This design comes from an exercise in tuning for small area, a short achievable clock period and few clock cycles per item on the open sky130 flow, not from production work. RTL that was checked went through simulation tests only; none was proved equivalent to the original. Function not checked in runs 2 and 3: the RTL went through the layout flow alone. Power and IR drop assume default switching activity.

## flow/design.v (module list and top-level ports; edited modules follow where they fit)
// module fp32_mul: 1017 lines
// module rnd23: 11 lines
// module add8c: 4 lines
// module fa: 4 lines
// module pgc: 4 lines
// module ao21: 3 lines
// module pgn: 4 lines
// module pgp: 4 lines
// module aoi21m: 3 lines
// module oai21m: 3 lines
// module nand2m: 3 lines
// module xnor2m: 3 lines
// module and2m: 3 lines
// module xor2m: 3 lines
// module fa1: 4 lines
// module ha: 4 lines
module fp32_mul (
    input  wire        clk,
    input  wire        rst,
    input  wire        in_valid,
    input  wire [31:0] op_a,
    input  wire [31:0] op_b,
    output reg         out_valid,
    output reg  [31:0] result
);
  // ...
==> flow/flow/run.sh <==
#!/bin/bash
# Layout flow: the standard ORFS flow (standard.sh, unchanged synthesis),
# with the port buffers made from a regular buffer cell rather than the
# delay-buffer cell that buffer_ports picks by default.
set -euo pipefail
cd "$(dirname "$0")/.."
bash standard.sh "BUFFER_PORTS_ARGS=-buffer_cell sky130_fd_sc_hd__buf_2" finish > flow_make.log 2>&1
==> flow/standard.sh <==
#!/bin/bash
# synth_recipe.tcl (not shown) runs the flow's synth.tcl, then flattens the netlist and writes it again
# the make line also repeats each setting of config.mk as NAME=value (left out here)
make -C /OpenROAD-flow-scripts/flow DESIGN_CONFIG=/design/flow/config.mk WORK_HOME=/design/flow/orfs CLKGATE_MAP_FILE= SYNTH_SCRIPT=/design/flow/synth_recipe.tcl "${@:-finish}"
==> flow/config.mk <==
export PLATFORM = sky130hd
export DESIGN_NAME = fp32_mul
export DESIGN_NICKNAME = fp32_mul
export VERILOG_FILES = /design/flow/design.v
export SDC_FILE = /design/flow/constraint.sdc
export NUM_CORES = 4
export LEC_CHECK = 0
export CAP_MARGIN = 20
export CORE_MARGIN = 2
export CORE_UTILIZATION = 60
export CTS_CLUSTER_DIAMETER = 120
export CTS_CLUSTER_SIZE = 25
export PLACE_DENSITY = 0.8
export SLEW_MARGIN = 80
export SYNTH_HIERARCHICAL = 1
==> flow/constraint.sdc <==
create_clock -name core_clock -period 11.0 [get_ports {clk}]
set_input_delay 2.2000 -clock core_clock [delete_from_list [all_inputs] [get_ports {clk}]]
set_output_delay 2.2000 -clock core_clock [all_outputs]
set_load 0.01 [all_outputs]
==> key figures, run 1 <==
Status
  • Run status: no timing/DRC/antenna violations

Power and ir drop
  • Group with the largest share of power: combinational cells
  • Power attributed to combinational cells: ~6 mW

Cells and area
  • Post-route core utilization: 0.6872
  • Share of post-route cells with drive strength above 1: 0.1888
  • Total of plain and repair buffers excluding clock buffers: a little over 200
  • Most used cells in the layout excluding fill and tap cells: sky130_fd_sc_hd__xnor2_1, sky130_fd_sc_hd__dfxtp_1, sky130_fd_sc_hd__a22oi_1
  • Total of clock buffers placed in the layout: 19
  • Non-clock inverter count: about 140
  • Fillers: 2526
  • Flip-flop count of the largest register after layout: between 100 and 150
  • Multi-input gate share of the layout cell area: 0.6367
  • Share of the final layout cell area in sequential cells: 0.2264

Drt
  • Met1 wire length: between 20000 and 25000 µm

Floorplan
  • Die extent in x: just under 200 µm
  • Number of well taps: around 470

Timing
  • Final hold slack: between 0.3 and 0.4 ns

Clocking
  • Count of H-tree levels built during CTS: 1

Yosys
  • Post-synthesis instance total: 2161
  • Mapped Avg Cell Area: between 10 and 15 µm²

Placed design
  • Total placed instance area: roughly 0.024 mm²
  • Final weighted congestion in routability-driven placement: between 0.9 and 1
  • Number of I/O port buffers: 99
  • Worst slack at placement: between 7 and 8 ns

Setup path
  • Setup crit end kind: register
  • Buf+Inv Stages, Crit Path: 3
  • Critical-path cell with the highest stage delay: sky130_fd_sc_hd__fa_1
  • Maximum cell stage delay along the critical path: around 0.60 ns

Run
  • Max Cap Viol: 0

Worst hold path
  • Beginning of the worst hold path: e2[4]
  • Worst hold path depth: 0
Testbench counts, summed over its fixed seeds: cycles 16,024, items 16,000.
==> inputs of run 2 (changes only) <==
--- a/flow/design.v
+++ b/flow/design.v
@@ -983,36 +983,36 @@
   assign z401 = (rq[18] ^ rq[19]) ^ (rq[16] | rq[17]);
   assign z402 = (rq[20] ^ rq[21]) ^ (rq[18] | rq[19]);
   assign z403 = (rq[25] ^ fs233) ^ (rq[20] | rq[21]);
   assign z404 = (fs234 ^ fc233) ^ (rq[25] | fs233);
   assign z405 = (fs235 ^ fc234) ^ (fs234 | fc233);
   assign z406 = (fs236 ^ fc235) ^ (fs235 | fc234);
   assign z407 = (fs237 ^ fc236) ^ (fs236 | fc235);
   wire sticky = z393 | z394 | z395 | z396 | z397 | z398 | z399 | z400 | z401 | z402 | z403 | z404 | z405 | z406 | z407 | lownz2;
-  reg        v3, s3, q3, st3, kill3;
+  wire p47 = h[25];
+  wire [22:0] frac = p47 ? h[24:2] : h[23:1];
+  wire guard = p47 ? h[1] : h[0];
+  wire inc = guard & (sticky | frac[0]);
+  reg        v3, s3, q3, kill3, p47_3, inc3;
   reg [7:0]  e3;
-  reg [25:0] h3;
+  reg [22:0] f3;
   always @(posedge clk) begin
     if (rst) v3 <= 1'b0; else v3 <= v2;
     s3 <= s2;
     q3 <= q2;
     kill3 <= kill2;
     e3 <= e2;
-    st3 <= sticky;
-    h3 <= h;
+    p47_3 <= p47;
+    inc3 <= inc;
+    f3 <= frac;
   end
-  wire p47 = h3[25];
-  wire i0 = h3[0] & (st3 | h3[1]);
-  wire i1 = h3[1] & (st3 | h3[2]);
-  wire [22:0] frac = p47 ? h3[24:2] : h3[23:1];
-  wire inc = p47 ? i1 : i0;
   wire [22:0] rnd;
-  rnd23 u_rnd (.f(frac), .inc(inc), .r(rnd));
-  wire [7:0] eo = e3 + {7'd0, p47};
+  rnd23 u_rnd (.f(f3), .inc(inc3), .r(rnd));
+  wire [7:0] eo = e3 + {7'd0, p47_3};
   wire [22:0] fo = kill3 ? 23'd0 : rnd;
   wire [31:0] res = {s3, eo, fo[22] | q3, fo[21:0]};
   always @(posedge clk) begin
     if (rst) out_valid <= 1'b0; else out_valid <= v3;
     result <= res;
   end
 endmodule
 module rnd23 (input wire [22:0] f, input wire inc, output wire [22:0] r);
--- a/flow/config.mk
+++ b/flow/config.mk
@@ -5,11 +5,10 @@
 export SDC_FILE = /design/flow/constraint.sdc
 export NUM_CORES = 4
 export LEC_CHECK = 0
 export CAP_MARGIN = 20
 export CORE_MARGIN = 2
 export CORE_UTILIZATION = 60
 export CTS_CLUSTER_DIAMETER = 120
 export CTS_CLUSTER_SIZE = 25
-export PLACE_DENSITY = 0.8
-export SLEW_MARGIN = 80
+export SLEW_MARGIN = 70
 export SYNTH_HIERARCHICAL = 1
==> key figures, run 2 <==
Global routing
  • Global routing usage summed across all routing layers: 0.3054 (was 0.3027)
  • Global-route wire length before repair: 91310 µm (was 91860 µm)
  • Vias in the first global route: 16.48k (was 17.42k)
  • Total congestion overflow after global routing: 0 (unchanged)
  • Number of antenna violations at the first check in global routing: 0 (was 1)
  • Largest net degree at the start of global routing: 28 (unchanged)

Cells and area
  • Cell Count, Final, Fillers Out: 2659 (was 2708)
  • Diodes inserted: 0 (unchanged)
  • Number of nets in the finished design: 2593 (was 2640)
  • Flip-flop count of the largest register after layout: 112 (unchanged)
  • Fillers: 3023 (was 2526)
  • Largest reg by FF count: rq (unchanged)
  • Most common cell after layout, fill and taps aside: sky130_fd_sc_hd__xnor2_1 (unchanged)
  • Largest registers: rq (112), result (32) (was rq (112), result (32), h3 (26))
  • Share of post-route cells with drive strength above 1: 0.1588 (was 0.1888)
  • Post-route core utilization: 0.6481 (was 0.6872)
  • Finished layout cell area: 0.02361 mm² (was 0.02504 mm²)
  • Area Growth Syn to Fin: 7.045% (was 13.22%)
  • Most used cells in the layout excluding fill and tap cells: sky130_fd_sc_hd__xnor2_1, sky130_fd_sc_hd__dfxtp_1, sky130_fd_sc_hd__a22oi_1 (unchanged)

Clocking
  • Clock tree from TritonCTS: built (unchanged)
  • Clock latency of the later-clocked register in the worst-skew pair: 0.52 ns (about the same)
  • Deepest clock path buffer count: 3 (unchanged)
  • Count of H-tree levels built during CTS: 1 (unchanged)
  • Number of clock buffers inserted by TritonCTS: 15 (unchanged)
  • Root cell of the clock tree: sky130_fd_sc_hd__clkbuf_16 (unchanged)
  • Buffers inserted during post-CTS setup optimization: 0 (unchanged)
  • Number of buffers inserted by hold repair at cts: 0 (unchanged)
  • Resized cells post-CTS: 0 (unchanged)
  • Clock input transition at the sequential cells of the worst setup and hold paths: 0.10 ns (about the same)
  • TritonCTS sink count: 279 (was 281)

Floorplan
  • Ports placed on the boundary: 100 (unchanged)
  • Number of standard-cell rows in the floorplan: 70 (unchanged)
  • Die extent in x: 195.7 µm (was 196.0 µm)
  • Die Footprint: 0.03831 mm² (was 0.03841 mm²)
  • Die Y-Extent: 195.7 µm (was 196.0 µm)
  • Starting density of the core: 0.6054 (was 0.6069)
  • Core area: 0.03643 mm² (unchanged)

Power and ir drop
  • Clock share of power: 0.070 (was 0.074)
  • Areal power density over the cells: 353.2 mW/mm² (was 326.5 mW/mm²)
  • Fraction of power consumed by sequential logic: 0.203 (about the same)
  • Cell-internal power: 4.444 mW (was 4.379 mW)
  • Leakage Power: 9.282 nW (was 9.865 nW)
  • Share of total power consumed by net switching: 0.4671 (was 0.4644)
  • Part of the power in combinational logic: 0.727 (was 0.723)
  • Peak VDD IR: 0.0001933 V (was 0.0002000 V)
  • Net switching power: 3.895 mW (was 3.796 mW)

Yosys
  • Netlist area before placement: 0.02206 mm² (was 0.02211 mm²)
  • Mapped Avg Cell Area: 10.22 µm² (was 10.23 µm²)
  • Number of warnings reported in the yosys synthesis log: 7 (unchanged)
  • Post-synthesis instance total: 2158 (was 2161)

Timing
  • Worst setup margin: 6.950 ns (was 7.286 ns)
  • Final number of hold-violating endpoints: 0 (unchanged)
  • Final clock period utilization by the worst path: 0.3682 (was 0.3376)
  • Worst Clk Skew: 0.02171 ns (was 0.03323 ns)
  • Number of pins with negative max-slew slack in the final report: 0 (unchanged)
  • Achievable frequency: 246.9 MHz (was 269.3 MHz)
  • Setup total negative slack: 0 ns (unchanged)
  • Setup repair after global routing missed its margin: no (unchanged)
  • Endpoints failing setup: 0 (unchanged)
  • Post-layout minimum cycle time: 4.050 ns (was 3.714 ns)

Drt
  • Via count: 15.89k (was 16.99k)
  • Number of remaining DRC errors: 0 (unchanged)
  • WL/cell: 21.62 µm (was 21.77 µm)
  • Routed vias/inst: 5.977 (was 6.275)
  • Number of detailed-routing iterations run before antenna repair: 6 (was 9)
  • Final ANT Viol Nets: 0 (unchanged)
  • Drt total wl: 57480 µm (was 58950 µm)
  • Drt first-iter violations: 1497 (was 2141)

Setup path
  • Crit Path Category: register to register (unchanged)
  • Register-to-register setup slack: 6.95 ns (was 7.29 ns)
  • Arrival time of data at the critical path endpoint: 4.45 ns (was 4.16 ns)
  • Category of the worst setup path launch point: register (unchanged)
  • Required time at the endpoint of the critical path: 11.40 ns (was 11.45 ns)
  • Setup crit end kind: register (unchanged)
  • Crit path from: rq[44] (was fa1[14])
  • Reg2Reg Launch Point: rq[44] (was fa1[14])
  • Largest fanout on the critical path: 25 (was 17)

Placed design
  • DPL Wire Length: 39560 µm (was 40030 µm)
  • Worst slack at placement: 6.861 ns (was 7.047 ns)
  • Final weighted congestion in routability-driven placement: 0.8687 (was 0.9542)
  • Placed Cells: 2638 (was 2661)
  • Total placed instance area: 0.02307 mm² (was 0.02390 mm²)
  • Number of I/O port buffers: 99 (unchanged)

Worst hold path
  • Beginning of the worst hold path: e2[2] (was e2[4])
  • Hold/Removal Path Class: register to register (unchanged)

Run
  • Max Cap Viol: 0 (unchanged)

Status
  • Run status: no timing/DRC/antenna violations (unchanged)
## run 2: worst max-delay path, cell delays in order (launching register included)
cell,delay [ns]
sky130_fd_sc_hd__dfxtp_1,0.33
sky130_fd_sc_hd__fa_1,0.54
sky130_fd_sc_hd__xnor2_2,0.20
sky130_fd_sc_hd__nor2_1,0.27
sky130_fd_sc_hd__nand2_1,0.22
sky130_fd_sc_hd__nor2_1,0.21
sky130_fd_sc_hd__nand2_1,0.12
sky130_fd_sc_hd__o21ai_4,0.23
sky130_fd_sc_hd__buf_4,0.22
sky130_fd_sc_hd__inv_1,0.14
sky130_fd_sc_hd__o21ai_1,0.24
sky130_fd_sc_hd__xnor2_2,0.13
sky130_fd_sc_hd__buf_4,0.32
sky130_fd_sc_hd__mux2_2,0.39
sky130_fd_sc_hd__nor4_1,0.26
sky130_fd_sc_hd__a31oi_1,0.11
## run 2: final cells by class
| class | count | area, µm² | area share |
|---|---|---|---|
| Sequential cell | 279 | 5615 | 0.2378 |
| Inverter | 139 | 521.8 | 0.02210 |
| Multi-Input combinational cell | 1593 | 15460 | 0.6548 |
| Timing Repair Buffer | 161 | 1015 | 0.04297 |
| Tap cell | 468 | 585.6 | 0.02480 |
| Clock buffer | 16 | 379.1 | 0.01606 |
| Clock inverter | 3 | 33.78 | 0.001431 |
## run 2: worst paths after layout
kind,endpoint,cells past startpoint
max,inc3,15
min,e3[2],0
max reg2reg,inc3,15
min reg2reg,e3[2],0
## run 2: power groups by stage
stage	Combinational, mW	Sequential, mW	Clock, mW
6_report	6.06	1.69	0.587
5_1_grt	6.74	1.73	0.639
4_1_cts	5.94	1.69	0.604
3_5_place_dp	5.91	1.72	0
3_3_place_gp	5.73	1.71	0
2_1_floorplan	4.41	1.68	0
## run 2: metrics by stage
step	total power [mW]	hold WS [ns]
2_1_floorplan	6.087	0.3096
3_3_place_gp	7.437	0.3107
3_5_place_dp	7.628	0.3121
4_1_cts	8.238	0.3207
5_1_grt	9.115	0.3200
6_report	8.339	0.3179
## run 2: routing by layer
layer	GRT usage	vias to the layer above	part of all wire
met4	0.07464	0	0.025
met1	0.4264	7804	0.44
met2	0.4798	760	0.43
met3	0.07702	123	0.11
met5	0	-	0
li1	-	7205	-
==> inputs of run 3 (changes only) <==
--- a/flow/config.mk
+++ b/flow/config.mk
@@ -12,2 +12,3 @@
 export CTS_CLUSTER_SIZE = 25
+export PLACE_DENSITY = 0.8
 export SLEW_MARGIN = 70
==> key figures, run 3 <==
Status
  • Run status: no timing/DRC/antenna violations (unchanged)

Cells and area
  • Area Growth Syn to Fin: 6.869% (was 7.045%)
  • Most used cells in the layout excluding fill and tap cells: sky130_fd_sc_hd__xnor2_1, sky130_fd_sc_hd__dfxtp_1, sky130_fd_sc_hd__a22oi_1 (unchanged)
  • Diodes inserted: 0 (unchanged)
  • Most common cell after layout, fill and taps aside: sky130_fd_sc_hd__xnor2_1 (unchanged)
  • Largest reg by FF count: rq (unchanged)
  • Largest registers: rq (112), result (32) (unchanged)
  • Share of post-route cells with drive strength above 1: 0.1566 (was 0.1588)
  • Number of nets in the finished design: 2584 (was 2593)
  • Flip-flop count of the largest register after layout: 112 (unchanged)

Floorplan
  • Starting density of the core: 0.6054 (unchanged)
  • Die extent in x: 195.7 µm (unchanged)
  • Ports placed on the boundary: 100 (unchanged)
  • Die Footprint: 0.03831 mm² (unchanged)
  • Number of standard-cell rows in the floorplan: 70 (unchanged)
  • Core area: 0.03643 mm² (unchanged)
  • Die Y-Extent: 195.7 µm (unchanged)

Yosys
  • Netlist area before placement: 0.02206 mm² (unchanged)
  • Post-synthesis instance total: 2158 (unchanged)
  • Number of warnings reported in the yosys synthesis log: 7 (unchanged)
  • Mapped Avg Cell Area: 10.22 µm² (unchanged)

Clocking
  • Deepest clock path buffer count: 3 (unchanged)
  • Number of clock buffers inserted by TritonCTS: 15 (unchanged)
  • Clock tree from TritonCTS: built (unchanged)
  • Number of buffers inserted by hold repair at cts: 0 (unchanged)
  • Count of H-tree levels built during CTS: 1 (unchanged)
  • Buffers inserted during post-CTS setup optimization: 0 (unchanged)
  • Resized cells post-CTS: 0 (unchanged)
  • Root cell of the clock tree: sky130_fd_sc_hd__clkbuf_16 (unchanged)
  • TritonCTS sink count: 279 (unchanged)
  • Clock input transition at the sequential cells of the worst setup and hold paths: 0.09 ns (was 0.10 ns)
  • Clock latency of the later-clocked register in the worst-skew pair: 0.51 ns (was 0.52 ns)

Global routing
  • Largest net degree at the start of global routing: 29 (was 28)
  • Global-route wire length before repair: 90090 µm (was 91310 µm)
  • Total congestion overflow after global routing: 0 (unchanged)
  • Vias in the first global route: 17.09k (was 16.48k)
  • Global routing usage summed across all routing layers: 0.2963 (was 0.3054)
  • Number of antenna violations at the first check in global routing: 3 (was 0)

Power and ir drop
  • Peak VDD IR: 0.0002107 V (was 0.0001933 V)
  • Leakage Power: 9.245 nW (was 9.282 nW)
  • Areal power density over the cells: 356.8 mW/mm² (was 353.2 mW/mm²)

Drt
  • WL/cell: 21.39 µm (was 21.62 µm)
  • Final ANT Viol Nets: 0 (unchanged)
  • Via count: 16.48k (was 15.89k)
  • Routed vias/inst: 6.215 (was 5.977)
  • Drt total wl: 56730 µm (was 57480 µm)
  • Number of detailed-routing iterations run before antenna repair: 6 (unchanged)
  • Number of remaining DRC errors: 0 (unchanged)
  • Drt first-iter violations: 2008 (was 1497)

Placed design
  • Worst slack at placement: 6.926 ns (was 6.861 ns)
  • DPL Wire Length: 38670 µm (was 39560 µm)
  • Final weighted congestion in routability-driven placement: 0.8811 (was 0.8687)
  • Number of I/O port buffers: 99 (unchanged)

Setup path
  • Setup crit end kind: register (unchanged)
  • Crit Path Category: register to register (unchanged)
  • Largest fanout on the critical path: 25 (unchanged)
  • CP cell instances: fa_1 > xnor2_1 > nor2_1 > nand2_1 > nor2_2 > nand2_1 > o21ai_4 > buf_4 > inv_1 > o21ai_1 > xnor2_2 > buf_4 > mux2_2 > nor4_1 > a31oi_1 (was fa_1 > xnor2_2 > nor2_1 > nand2_1 > nor2_1 > nand2_1 > o21ai_4 > buf_4 > inv_1 > o21ai_1 > xnor2_2 > buf_4 > mux2_2 > nor4_1 > a31oi_1)
  • Arrival time of data at the critical path endpoint: 4.45 ns (about the same)
  • Maximum cell stage delay along the critical path: 0.52 ns (was 0.54 ns)
  • Category of the worst setup path launch point: register (unchanged)
  • Required time at the endpoint of the critical path: 11.39 ns (was 11.40 ns)
  • Critical-path cell with the highest stage delay: sky130_fd_sc_hd__fa_1 (unchanged)

Worst hold path
  • Hold/Removal Path Class: register to register (unchanged)

Timing
  • Final number of hold-violating endpoints: 0 (unchanged)
  • Setup repair after global routing missed its margin: no (unchanged)
  • Worst Clk Skew: 0.01325 ns (was 0.02171 ns)
  • Post-layout minimum cycle time: 4.063 ns (was 4.050 ns)
  • Achievable frequency: 246.1 MHz (was 246.9 MHz)
  • Worst setup margin: 6.937 ns (was 6.950 ns)
  • Number of pins with negative max-slew slack in the final report: 0 (unchanged)
  • Final clock period utilization by the worst path: 0.3694 (was 0.3682)
  • Endpoints failing setup: 0 (unchanged)
  • Setup total negative slack: 0 ns (unchanged)

Run
  • Max Cap Viol: 0 (unchanged)
-- run 3: layout make-up --
class / instances / area (µm²)
Sequential cell: 279 / 5634
Inverter: 139 / 521.8
Multi-Input combinational cell: 1593 / 15460
Timing Repair Buffer: 152 / 940.9
Tap cell: 468 / 585.6
Clock inverter: 3 / 31.28
Clock buffer: 18 / 396.6
Fill cell: 2804 / 12860
-- run 3: metal layers --
layer / vias to the layer above / track usage / share of wire
li1: 7193 / - / -
met1: 7968 / 0.3885 / 0.39
met2: 1075 / 0.4724 / 0.44
met3: 245 / 0.08441 / 0.13
met4: 2 / 0.1049 / 0.042
met5: - / 0 / 0.00016
-- run 3: where the power goes --
part,total [mW],internal [mW],switching [mW]
Clock,0.589,0.263,0.326
Combinational,6.11,2.73,3.38
Sequential,1.71,1.46,0.249
Total,8.41,4.45,3.96
-- run 3: critical path, delay by kind of cell, from the launching register on --
family / cells / cell delay [ns]
simple gates: 5 / 1.12
buf+inv: 3 / 0.67
compound gates: 3 / 0.55
fa+ha+maj: 1 / 0.52
mux: 1 / 0.38
xor+xnor: 2 / 0.35
flops: 1 / 0.34
-- run 3: worst paths after layout --
kind / start / to / slack (ns) / cells past startpoint
setup / recovery: rq[41] / inc3 / 6.94 / 15
hold / removal: kill2 / kill3 / 0.33 / 0
setup reg to reg: rq[41] / inc3 / 6.94 / 15
hold reg to reg: kill2 / kill3 / 0.33 / 0
-- run 3: per-stage QoR --
stage	power, mW	std cells	utilization	area (µm²)	hold slack, ns
finish	8.411	2652	0.6470	23570	0.3279
global route	9.115	2652	0.6470	23570	0.3422
CTS	8.233	2651	0.6443	23470	0.3322
detailed placement	7.616	2630	0.6325	23050	0.3128
global placement	7.278	2627	0.6274	22860	0.3115
floorplan	6.087	2181	-	22150	0.3096

==> re-timing with driven ports <==
The results above use ideal ports. As a check the final layouts listed here were re-extracted and re-timed, cells and wires unchanged. Step 1, drivers: a clkbuf_16 drives clk and a buf_2 each remaining input, both assumed. Step 2, shift: input delay + t, output delay - t, t = (earliest + latest rising clock arrival at the registers) / 2. This alone moves slack from input paths to output paths. a / b / c = no drivers / after step 1 / after step 2; a / b = the first two.
| run | shift t [ns] | setup WS [ns] | hold WS [ns] |
|---|---|---|---|
| run 1 | 0.554 | 7.286 / 7.286 / 7.015 | 0.327 / 0.327 / 0.327 |
| run 2 | 0.565 | 6.950 / 6.950 / 6.950 | 0.318 / 0.318 / 0.318 |
| run 3 | 0.556 | 6.937 / 6.937 / 6.937 | 0.328 / 0.328 / 0.328 |
After both steps setup and hold are still met in every run listed. For run 1, which loses most, drivers alone change the setup slack by 0.000 ns; drivers and shift together by -0.271 ns.
